This is an optimization exercise on Yosys and OpenROAD, whose aim is a short achievable clock period and few clock cycles, not a production implementation. At most, simulation tests tie the RTL to the original design; equivalence was not proved. Power figures rest on the tool's default switching activity, not on a simulated workload.

==> indigo: inputs <==
==> flow/design.v <==
`timescale 1ns / 1ps
 `timescale 1ns / 1ps
module riscv(
	input wire clk,
	input wire rst,
	input wire[31:0] inst,
	output wire[31:0] inst_addr,
	output wire ce,
	input wire[31:0] rdata,
	output wire[31:0] ram_waddr,
	output wire[31:0] ram_wdata,
	output wire ram_wreg,
	output wire[31:0] raddr
);
	reg [31:0] pc;
	reg        d_valid;
	reg [31:0] d_ir;
	reg [31:0] d_pc;
	reg [31:0] d_pc4;
	reg        e_wen;
	reg        e_ldw;
	reg [4:0]  e_rd;
	reg        e_ld;
	reg        e_st;
	reg        e_jalr;
	reg        e_force;
	reg        e_r_eq, e_r_ne, e_r_lt, e_r_ge, e_r_ltu, e_r_geu;
	reg [2:0]  e_f3;
	reg [31:0] e_a;
	reg [31:0] e_b;
	reg [31:0] e_sd;
	reg [31:0] e_alt;
	reg        e_r_add, e_r_sub, e_r_sll, e_r_srl, e_r_sra, e_r_slt, e_r_sltu;
	reg        e_r_xor, e_r_or, e_r_and, e_r_link;
	reg        m_wen;
	reg [4:0]  m_rd;
	reg        m_ld;
	reg        m_st;
	reg [2:0]  m_f3;
	reg [31:0] m_res;
	reg [31:0] m_sd;
	reg        w_wen;
	reg [4:0]  w_rd;
	reg [31:0] w_data;
	reg [31:0] rf [1:31];
	assign inst_addr = pc;
	assign ce = 1'b1;
	assign raddr = m_res;
	assign ram_waddr = m_res;
	assign ram_wdata = m_sd;
	assign ram_wreg = m_st;
	wire eq  = e_a == e_b;
	wire ltu = e_a < e_b;
	wire lt  = (e_a[31] ^ e_b[31]) ? e_a[31] : ltu;
	wire e_redirect = e_force |
		(e_r_eq & eq) | (e_r_ne & !eq) |
		(e_r_lt & lt) | (e_r_ge & !lt) |
		(e_r_ltu & ltu) | (e_r_geu & !ltu);
	wire [31:0] sum  = e_a + e_b;
	wire [31:0] diff = e_a - e_b;
	wire [31:0] sra  = $signed(e_a) >>> e_b[4:0];
	wire [31:0] e_target = e_jalr ? {sum[31:2], 2'b00} : e_alt;
	wire [31:0] res =
		({32{e_r_add}}  & sum) |
		({32{e_r_sub}}  & diff) |
		({32{e_r_sll}}  & (e_a << e_b[4:0])) |
		({32{e_r_srl}}  & (e_a >> e_b[4:0])) |
		({32{e_r_sra}}  & sra) |
		({32{e_r_slt}}  & {31'd0, lt}) |
		({32{e_r_sltu}} & {31'd0, ltu}) |
		({32{e_r_xor}}  & (e_a ^ e_b)) |
		({32{e_r_or}}   & (e_a | e_b)) |
		({32{e_r_and}}  & (e_a & e_b)) |
		({32{e_r_link}} & e_alt);
	wire [31:0] st_data = (e_f3 == 3'b010) ? e_sd :
	                      (e_f3 == 3'b001) ? {16'd0, e_sd[15:0]} :
	                      (e_f3 == 3'b000) ? {24'd0, e_sd[7:0]} : 32'd0;
	reg [31:0] ld_data;
	always @(*) begin
		case (m_f3)
			3'b000: ld_data = {{24{rdata[7]}}, rdata[7:0]};
			3'b001: ld_data = {{16{rdata[15]}}, rdata[15:0]};
			3'b100: ld_data = {24'd0, rdata[7:0]};
			3'b101: ld_data = {16'd0, rdata[15:0]};
			default: ld_data = rdata;
		endcase
	end
	wire [31:0] m_out = m_ld ? ld_data : m_res;
	wire [6:0] opc = d_ir[6:0];
	wire [4:0] rd  = d_ir[11:7];
	wire [2:0] f3  = d_ir[14:12];
	wire [4:0] rs1 = d_ir[19:15];
	wire [4:0] rs2 = d_ir[24:20];
	wire is_lui   = opc == 7'b0110111;
	wire is_auipc = opc == 7'b0010111;
	wire is_jal   = opc == 7'b1101111;
	wire is_jalr  = opc == 7'b1100111;
	wire is_br    = opc == 7'b1100011;
	wire is_ld    = opc == 7'b0000011;
	wire is_st    = opc == 7'b0100011;
	wire is_opi   = opc == 7'b0010011;
	wire is_op    = opc == 7'b0110011;
	wire use1 = is_jalr | is_br | is_ld | is_st | is_opi | is_op;
	wire use2 = is_br | is_st | is_op;
	wire wr   = (is_lui | is_auipc | is_jal | is_jalr | is_ld | is_opi | is_op) & (rd != 5'd0);
	wire [31:0] imm_i = {{20{d_ir[31]}}, d_ir[31:20]};
	wire [31:0] imm_s = {{20{d_ir[31]}}, d_ir[31:25], d_ir[11:7]};
	wire [31:0] imm_b = {{20{d_ir[31]}}, d_ir[7], d_ir[30:25], d_ir[11:8], 1'b0};
	wire [31:0] imm_u = {d_ir[31:12], 12'b0};
	wire d_pred = d_ir[31];
	wire [31:0] d_btgt = d_pc + imm_b;
	wire [31:0] rf1 = (w_wen && w_rd == rs1) ? w_data : rf[rs1];
	wire [31:0] rf2 = (w_wen && w_rd == rs2) ? w_data : rf[rs2];
	wire fe1 = e_wen && e_rd == rs1;
	wire fe2 = e_wen && e_rd == rs2;
	wire fm1 = m_wen && m_rd == rs1;
	wire fm2 = m_wen && m_rd == rs2;
	wire z1 = rs1 == 5'd0;
	wire z2 = rs2 == 5'd0;
	wire [31:0] old1 = z1 ? 32'd0 : fm1 ? m_out : rf1;
	wire [31:0] old2 = z2 ? 32'd0 : fm2 ? m_out : rf2;
	wire sel_a_e = fe1 && !z1 && !is_lui && !is_auipc;
	wire sel_b_e = fe2 && !z2 && (is_op | is_br);
	wire sel_s_e = fe2 && !z2;
	wire [31:0] a_old = is_lui ? 32'd0 : is_auipc ? d_pc : old1;
	wire [31:0] b_old = (is_op | is_br) ? old2 : is_st ? imm_s : (is_lui | is_auipc) ? imm_u : imm_i;
	wire stall = d_valid && e_ldw &&
	             ((use1 && e_rd == rs1) || (use2 && e_rd == rs2));
	wire go = d_valid && !stall && !e_redirect;
	wire f_jal  = inst[6:0] == 7'b1101111;
	wire f_back = inst[6:0] == 7'b1100011 && inst[31];
	wire f_pred = f_jal || f_back;
	wire [20:0] j_lo = {1'b0, pc[19:0]} + {1'b0, inst[19:12], inst[20], inst[30:21], 1'b0};
	wire [12:0] b_lo = {1'b0, pc[11:0]} + {1'b0, inst[7], inst[30:25], inst[11:8], 1'b0};
	wire [31:20] pcj_p = pc[31:20] + 12'd1;
	wire [31:20] pcj_m = pc[31:20] - 12'd1;
	wire [31:12] pcb_p = pc[31:12] + 20'd1;
	wire [31:12] pcb_m = pc[31:12] - 20'd1;
	wire j_keep = j_lo[20] == inst[31];
	wire j_inc  = j_lo[20] & !inst[31];
	wire j_dec  = !j_lo[20] & inst[31];
	wire b_keep = b_lo[12] == inst[31];
	wire b_inc  = b_lo[12] & !inst[31];
	wire b_dec  = !b_lo[12] & inst[31];
	wire [31:20] j_hi = ({12{j_keep}} & pc[31:20]) | ({12{j_inc}} & pcj_p) | ({12{j_dec}} & pcj_m);
	wire [31:12] b_hi = ({20{b_keep}} & pc[31:12]) | ({20{b_inc}} & pcb_p) | ({20{b_dec}} & pcb_m);
	wire [31:0] f_tgt = ({32{f_jal}} & {j_hi, j_lo[19:2], 2'b00}) | ({32{!f_jal}} & {b_hi, b_lo[11:2], 2'b00});
	wire [31:0] pc4 = pc + 32'd4;
	always @(posedge clk) begin
		if (rst) begin
			pc <= 32'd0;
			d_valid <= 1'b0;
		end else begin
			if (e_redirect)
				pc <= e_target;
			else if (!stall)
				pc <= f_pred ? f_tgt : pc4;
			if (e_redirect)
				d_valid <= 1'b0;
			else if (!stall)
				d_valid <= 1'b1;
		end
		if (!stall) begin
			d_ir <= inst;
			d_pc <= pc;
			d_pc4 <= pc4;
		end
	end
	always @(posedge clk) begin
		if (rst || !go) begin
			e_wen <= 1'b0;
			e_ldw <= 1'b0;
			e_ld <= 1'b0;
			e_st <= 1'b0;
			e_jalr <= 1'b0;
			e_force <= 1'b0;
			e_r_eq <= 1'b0;
			e_r_ne <= 1'b0;
			e_r_lt <= 1'b0;
			e_r_ge <= 1'b0;
			e_r_ltu <= 1'b0;
			e_r_geu <= 1'b0;
		end else begin
			e_wen <= wr;
			e_ldw <= is_ld & wr;
			e_ld <= is_ld;
			e_st <= is_st;
			e_jalr <= is_jalr;
			e_force <= is_jalr | (is_br & d_pred & (f3 == 3'b010 || f3 == 3'b011));
			e_r_eq  <= is_br & (d_pred ? f3 == 3'b001 : f3 == 3'b000);
			e_r_ne  <= is_br & (d_pred ? f3 == 3'b000 : f3 == 3'b001);
			e_r_lt  <= is_br & (d_pred ? f3 == 3'b101 : f3 == 3'b100);
			e_r_ge  <= is_br & (d_pred ? f3 == 3'b100 : f3 == 3'b101);
			e_r_ltu <= is_br & (d_pred ? f3 == 3'b111 : f3 == 3'b110);
			e_r_geu <= is_br & (d_pred ? f3 == 3'b110 : f3 == 3'b111);
		end
		e_rd <= rd;
		e_f3 <= f3;
		e_a  <= sel_a_e ? res : a_old;
		e_b  <= sel_b_e ? res : b_old;
		e_sd <= sel_s_e ? res : old2;
		e_alt <= (is_br && !d_pred) ? {d_btgt[31:2], 2'b00} : d_pc4;
		e_r_add  <= is_lui | is_auipc | is_ld | is_st |
		            (is_opi & f3 == 3'b000) | (is_op & f3 == 3'b000 & !d_ir[30]);
		e_r_sub  <= is_op & f3 == 3'b000 & d_ir[30];
		e_r_sll  <= (is_opi | is_op) & f3 == 3'b001;
		e_r_srl  <= (is_opi | is_op) & f3 == 3'b101 & !d_ir[30];
		e_r_sra  <= (is_opi | is_op) & f3 == 3'b101 & d_ir[30];
		e_r_slt  <= (is_opi | is_op) & f3 == 3'b010;
		e_r_sltu <= (is_opi | is_op) & f3 == 3'b011;
		e_r_xor  <= (is_opi | is_op) & f3 == 3'b100;
		e_r_or   <= (is_opi | is_op) & f3 == 3'b110;
		e_r_and  <= (is_opi | is_op) & f3 == 3'b111;
		e_r_link <= is_jal | is_jalr;
	end
	always @(posedge clk) begin
		if (rst) begin
			m_wen <= 1'b0;
			m_ld <= 1'b0;
			m_st <= 1'b0;
		end else begin
			m_wen <= e_wen;
			m_ld <= e_ld;
			m_st <= e_st;
		end
		m_rd <= e_rd;
		m_f3 <= e_f3;
		m_res <= res;
		m_sd <= st_data;
	end
	always @(posedge clk) begin
		if (rst)
			w_wen <= 1'b0;
		else
			w_wen <= m_wen;
		w_rd <= m_rd;
		w_data <= m_out;
	end
	always @(posedge clk) begin
		if (w_wen)
			rf[w_rd] <= w_data;
	end
endmodule
==> flow/run.sh <==
#!/bin/bash
# synth_recipe.tcl (not shown) runs the flow's synth.tcl, then flattens the netlist and writes it again
# the make line also repeats each setting of config.mk as NAME=value (left out here)
make -C /OpenROAD-flow-scripts/flow DESIGN_CONFIG=/design/flow/config.mk WORK_HOME=/design/flow/orfs CLKGATE_MAP_FILE= SYNTH_SCRIPT=/design/flow/synth_recipe.tcl finish
==> flow/config.mk <==
export PLATFORM = sky130hd
export DESIGN_NAME = riscv
export DESIGN_NICKNAME = riscv
export VERILOG_FILES = /design/flow/design.v
export SDC_FILE = /design/flow/constraint.sdc
export NUM_CORES = 4
export LEC_CHECK = 0
export ABC_CLOCK_PERIOD_IN_PS = 3000
export CAP_MARGIN = 20
export CORE_MARGIN = 2
export CORE_UTILIZATION = 40
export GPL_TIMING_DRIVEN = 1
export SETUP_SLACK_MARGIN = 5
export SLEW_MARGIN = 20
==> flow/constraint.sdc <==
create_clock -name core_clock -period 9.0 [get_ports {clk}]
set_input_delay 1.8000 -clock core_clock [delete_from_list [all_inputs] [get_ports {clk}]]
set_output_delay 1.8000 -clock core_clock [all_outputs]
set_load 0.01 [all_outputs]
==> garnet: changes against indigo <==
--- a/flow/design.v
+++ b/flow/design.v
@@ -15,2 +15,5 @@
 	reg [31:0] pc;
+	reg        btb_v;
+	reg [31:2] btb_tag;
+	reg [31:2] btb_tgt;
 	reg        d_valid;
@@ -18,3 +21,3 @@
 	reg [31:0] d_pc;
-	reg [31:0] d_pc4;
+	reg        d_btb;
 	reg        e_wen;
@@ -28,4 +31,8 @@
 	reg [2:0]  e_f3;
-	reg [31:0] e_a;
+	reg [31:0] e_a;      
 	reg [31:0] e_b;
+	reg [31:0] e_ca;     
+	reg [31:0] e_cb;
+	reg [31:0] e_sa;     
+	reg [4:0]  e_sh;
 	reg [31:0] e_sd;
@@ -51,5 +58,5 @@
 	assign ram_wreg = m_st;
-	wire eq  = e_a == e_b;
-	wire ltu = e_a < e_b;
-	wire lt  = (e_a[31] ^ e_b[31]) ? e_a[31] : ltu;
+	wire eq  = e_ca == e_cb;
+	wire ltu = e_ca < e_cb;
+	wire lt  = (e_ca[31] ^ e_cb[31]) ? e_ca[31] : ltu;
 	wire e_redirect = e_force |
@@ -60,3 +67,3 @@
 	wire [31:0] diff = e_a - e_b;
-	wire [31:0] sra  = $signed(e_a) >>> e_b[4:0];
+	wire [31:0] sra  = $signed(e_sa) >>> e_sh;
 	wire [31:0] e_target = e_jalr ? {sum[31:2], 2'b00} : e_alt;
@@ -65,4 +72,4 @@
 		({32{e_r_sub}}  & diff) |
-		({32{e_r_sll}}  & (e_a << e_b[4:0])) |
-		({32{e_r_srl}}  & (e_a >> e_b[4:0])) |
+		({32{e_r_sll}}  & (e_sa << e_sh)) |
+		({32{e_r_srl}}  & (e_sa >> e_sh)) |
 		({32{e_r_sra}}  & sra) |
@@ -109,4 +116,7 @@
 	wire [31:0] imm_u = {d_ir[31:12], 12'b0};
-	wire d_pred = d_ir[31];
-	wire [31:0] d_btgt = d_pc + imm_b;
+	wire [31:0] imm_j = {{12{d_ir[31]}}, d_ir[19:12], d_ir[20], d_ir[30:21], 1'b0};
+	wire [31:0] d_tgt = d_pc + (is_jal ? imm_j : imm_b);
+	wire [31:0] d_pc4 = d_pc + 32'd4;
+	wire d_back = is_br && d_ir[31];
+	wire d_pred = is_jal || d_back;
 	wire [31:0] rf1 = (w_wen && w_rd == rs1) ? w_data : rf[rs1];
@@ -126,2 +136,4 @@
 	wire [31:0] b_old = (is_op | is_br) ? old2 : is_st ? imm_s : (is_lui | is_auipc) ? imm_u : imm_i;
+	wire [31:0] a_new = sel_a_e ? res : a_old;
+	wire [31:0] b_new = sel_b_e ? res : b_old;
 	wire stall = d_valid && e_ldw &&
@@ -129,21 +141,6 @@
 	wire go = d_valid && !stall && !e_redirect;
-	wire f_jal  = inst[6:0] == 7'b1101111;
-	wire f_back = inst[6:0] == 7'b1100011 && inst[31];
-	wire f_pred = f_jal || f_back;
-	wire [20:0] j_lo = {1'b0, pc[19:0]} + {1'b0, inst[19:12], inst[20], inst[30:21], 1'b0};
-	wire [12:0] b_lo = {1'b0, pc[11:0]} + {1'b0, inst[7], inst[30:25], inst[11:8], 1'b0};
-	wire [31:20] pcj_p = pc[31:20] + 12'd1;
-	wire [31:20] pcj_m = pc[31:20] - 12'd1;
-	wire [31:12] pcb_p = pc[31:12] + 20'd1;
-	wire [31:12] pcb_m = pc[31:12] - 20'd1;
-	wire j_keep = j_lo[20] == inst[31];
-	wire j_inc  = j_lo[20] & !inst[31];
-	wire j_dec  = !j_lo[20] & inst[31];
-	wire b_keep = b_lo[12] == inst[31];
-	wire b_inc  = b_lo[12] & !inst[31];
-	wire b_dec  = !b_lo[12] & inst[31];
-	wire [31:20] j_hi = ({12{j_keep}} & pc[31:20]) | ({12{j_inc}} & pcj_p) | ({12{j_dec}} & pcj_m);
-	wire [31:12] b_hi = ({20{b_keep}} & pc[31:12]) | ({20{b_inc}} & pcb_p) | ({20{b_dec}} & pcb_m);
-	wire [31:0] f_tgt = ({32{f_jal}} & {j_hi, j_lo[19:2], 2'b00}) | ({32{!f_jal}} & {b_hi, b_lo[11:2], 2'b00});
+	wire btb_hit = btb_v && btb_tag == pc[31:2];
 	wire [31:0] pc4 = pc + 32'd4;
+	wire d_redirect = d_valid && !stall && (d_btb ? !d_back : d_pred);
+	wire [31:0] d_redirect_tgt = d_btb ? d_pc4 : {d_tgt[31:2], 2'b00};
 	always @(posedge clk) begin
@@ -151,2 +148,3 @@
 			pc <= 32'd0;
+			btb_v <= 1'b0;
 			d_valid <= 1'b0;
@@ -155,5 +153,16 @@
 				pc <= e_target;
-			else if (!stall)
-				pc <= f_pred ? f_tgt : pc4;
-			if (e_redirect)
+			else if (stall)
+				pc <= pc;
+			else if (d_redirect)
+				pc <= d_redirect_tgt;
+			else if (btb_hit)
+				pc <= {btb_tgt, 2'b00};
+			else
+				pc <= pc4;
+			if (d_valid && !stall && !d_btb && d_back) begin
+				btb_v <= 1'b1;
+				btb_tag <= d_pc[31:2];
+				btb_tgt <= d_tgt[31:2];
+			end
+			if (e_redirect || d_redirect)
 				d_valid <= 1'b0;
@@ -165,3 +174,3 @@
 			d_pc <= pc;
-			d_pc4 <= pc4;
+			d_btb <= btb_hit;
 		end
@@ -188,9 +197,9 @@
 			e_jalr <= is_jalr;
-			e_force <= is_jalr | (is_br & d_pred & (f3 == 3'b010 || f3 == 3'b011));
-			e_r_eq  <= is_br & (d_pred ? f3 == 3'b001 : f3 == 3'b000);
-			e_r_ne  <= is_br & (d_pred ? f3 == 3'b000 : f3 == 3'b001);
-			e_r_lt  <= is_br & (d_pred ? f3 == 3'b101 : f3 == 3'b100);
-			e_r_ge  <= is_br & (d_pred ? f3 == 3'b100 : f3 == 3'b101);
-			e_r_ltu <= is_br & (d_pred ? f3 == 3'b111 : f3 == 3'b110);
-			e_r_geu <= is_br & (d_pred ? f3 == 3'b110 : f3 == 3'b111);
+			e_force <= is_jalr | (is_br & d_back & (f3 == 3'b010 || f3 == 3'b011));
+			e_r_eq  <= is_br & (d_back ? f3 == 3'b001 : f3 == 3'b000);
+			e_r_ne  <= is_br & (d_back ? f3 == 3'b000 : f3 == 3'b001);
+			e_r_lt  <= is_br & (d_back ? f3 == 3'b101 : f3 == 3'b100);
+			e_r_ge  <= is_br & (d_back ? f3 == 3'b100 : f3 == 3'b101);
+			e_r_ltu <= is_br & (d_back ? f3 == 3'b111 : f3 == 3'b110);
+			e_r_geu <= is_br & (d_back ? f3 == 3'b110 : f3 == 3'b111);
 		end
@@ -198,6 +207,10 @@
 		e_f3 <= f3;
-		e_a  <= sel_a_e ? res : a_old;
-		e_b  <= sel_b_e ? res : b_old;
+		e_a  <= a_new;
+		e_b  <= b_new;
+		e_ca <= (fe1 && !z1) ? res : old1;
+		e_cb <= is_opi ? imm_i : (fe2 && !z2) ? res : old2;
+		e_sa <= sel_a_e ? res : old1;
+		e_sh <= !is_op ? d_ir[24:20] : sel_s_e ? res[4:0] : old2[4:0];
 		e_sd <= sel_s_e ? res : old2;
-		e_alt <= (is_br && !d_pred) ? {d_btgt[31:2], 2'b00} : d_pc4;
+		e_alt <= (is_br && !d_back) ? {d_tgt[31:2], 2'b00} : d_pc4;
 		e_r_add  <= is_lui | is_auipc | is_ld | is_st |
==> flow/flow/run.sh (new file) <==
#!/bin/bash
# The standard layout, with timing repair aimed at a tighter period than the
# 9 ns clock (setup margin of 5.8 ns, so repair works towards 3.2 ns).
set -euo pipefail
bash standard.sh SETUP_SLACK_MARGIN=5.8 finish > standard_flow.log 2>&1
==> flow/standard.sh (new file) <==
#!/bin/bash
# synth_recipe.tcl (not shown) runs the flow's synth.tcl, then flattens the netlist and writes it again
# the make line also repeats each setting of config.mk as NAME=value (left out here)
make -C /OpenROAD-flow-scripts/flow DESIGN_CONFIG=/design/flow/config.mk WORK_HOME=/design/flow/orfs CLKGATE_MAP_FILE= SYNTH_SCRIPT=/design/flow/synth_recipe.tcl "${@:-finish}"
--- a/flow/config.mk
+++ b/flow/config.mk
@@ -12,3 +12,2 @@
 export GPL_TIMING_DRIVEN = 1
-export SETUP_SLACK_MARGIN = 5
 export SLEW_MARGIN = 20
removed: flow/run.sh
==> summary.txt <==
Of garnet and indigo, indigo has the higher combinational power (gap 9.5%, measured against indigo).
Of garnet and indigo, garnet has the higher power (gap 2.9%, measured against indigo).
In indigo the synthesized cell count is smaller than in garnet, by about 4.6%.
Of indigo and garnet, garnet has the higher die area (gap about 4.3%, measured against garnet).
Against garnet, the via count of indigo is smaller by 8.5%.
==> figures <==
                                                                                    garnet                   indigo
Routed length on met3                                                              28800 um                 24400 um
Portion of total power attributed to combinational logic                              17.5%                    19.9%
Power dissipated in the clock network                                               7000 uW                  6210 uW
PwrDens                                                                          185 nW/um2               205 nW/um2
Reported combinational group power                                                  3230 uW                  3570 uW
NetSw                                                                               5110 uW                  5550 uW
Area of combinational cells with multiple inputs                                  38500 um2                35000 um2
Status                                                              complete, no violations  complete, no violations
Transition time at the pin with the least slew margin                               1.16 ns                  1.20 ns
Iteration-0 DRC Markers                                                                7333                     6619
Number of optimization iterations in the first detailed-route pass                        6                        7
Total power of the final layout                                                    18400 uW                 17900 uW
Testbench counts of garnet, summed over its fixed seeds: cycles 26,557.
No functional check of the RTL was part of indigo.

-- afterwards: timing with drivers on the ports --
No port has a modelled driver above. Below, the same layouts with a new extraction and two added sets of constraints.
Step 1 (the two cells are an assumption about what drives the block):
set clk [get_ports {clk}]
set_driving_cell -lib_cell sky130_fd_sc_hd__clkbuf_16 $clk
set_driving_cell -lib_cell sky130_fd_sc_hd__buf_2 [delete_from_list [all_inputs] $clk]
Step 2 adds t to the input delays and takes it off the output delays; t is the mean of the earliest and latest rising clock arrival at the registers after step 1. Input paths then give back, and output paths get back, about the clock's delay inside the block.
Slacks: ideal ports / drivers / drivers and shift; pairs: ideal ports / drivers.
| run | shift t [ns] | slack for setup (ns) | worst setup path after step 2 |
|---|---|---|---|
| indigo | 0.882 | 4.665 / 4.696 / 3.814 | input to register |
| garnet | 0.903 | 5.120 / 5.120 / 4.903 | input to register |
After both steps every run listed still meets setup and hold. The setup slack of indigo, which loses most, moves by +0.031 ns with the drivers and by -0.851 ns with both steps.
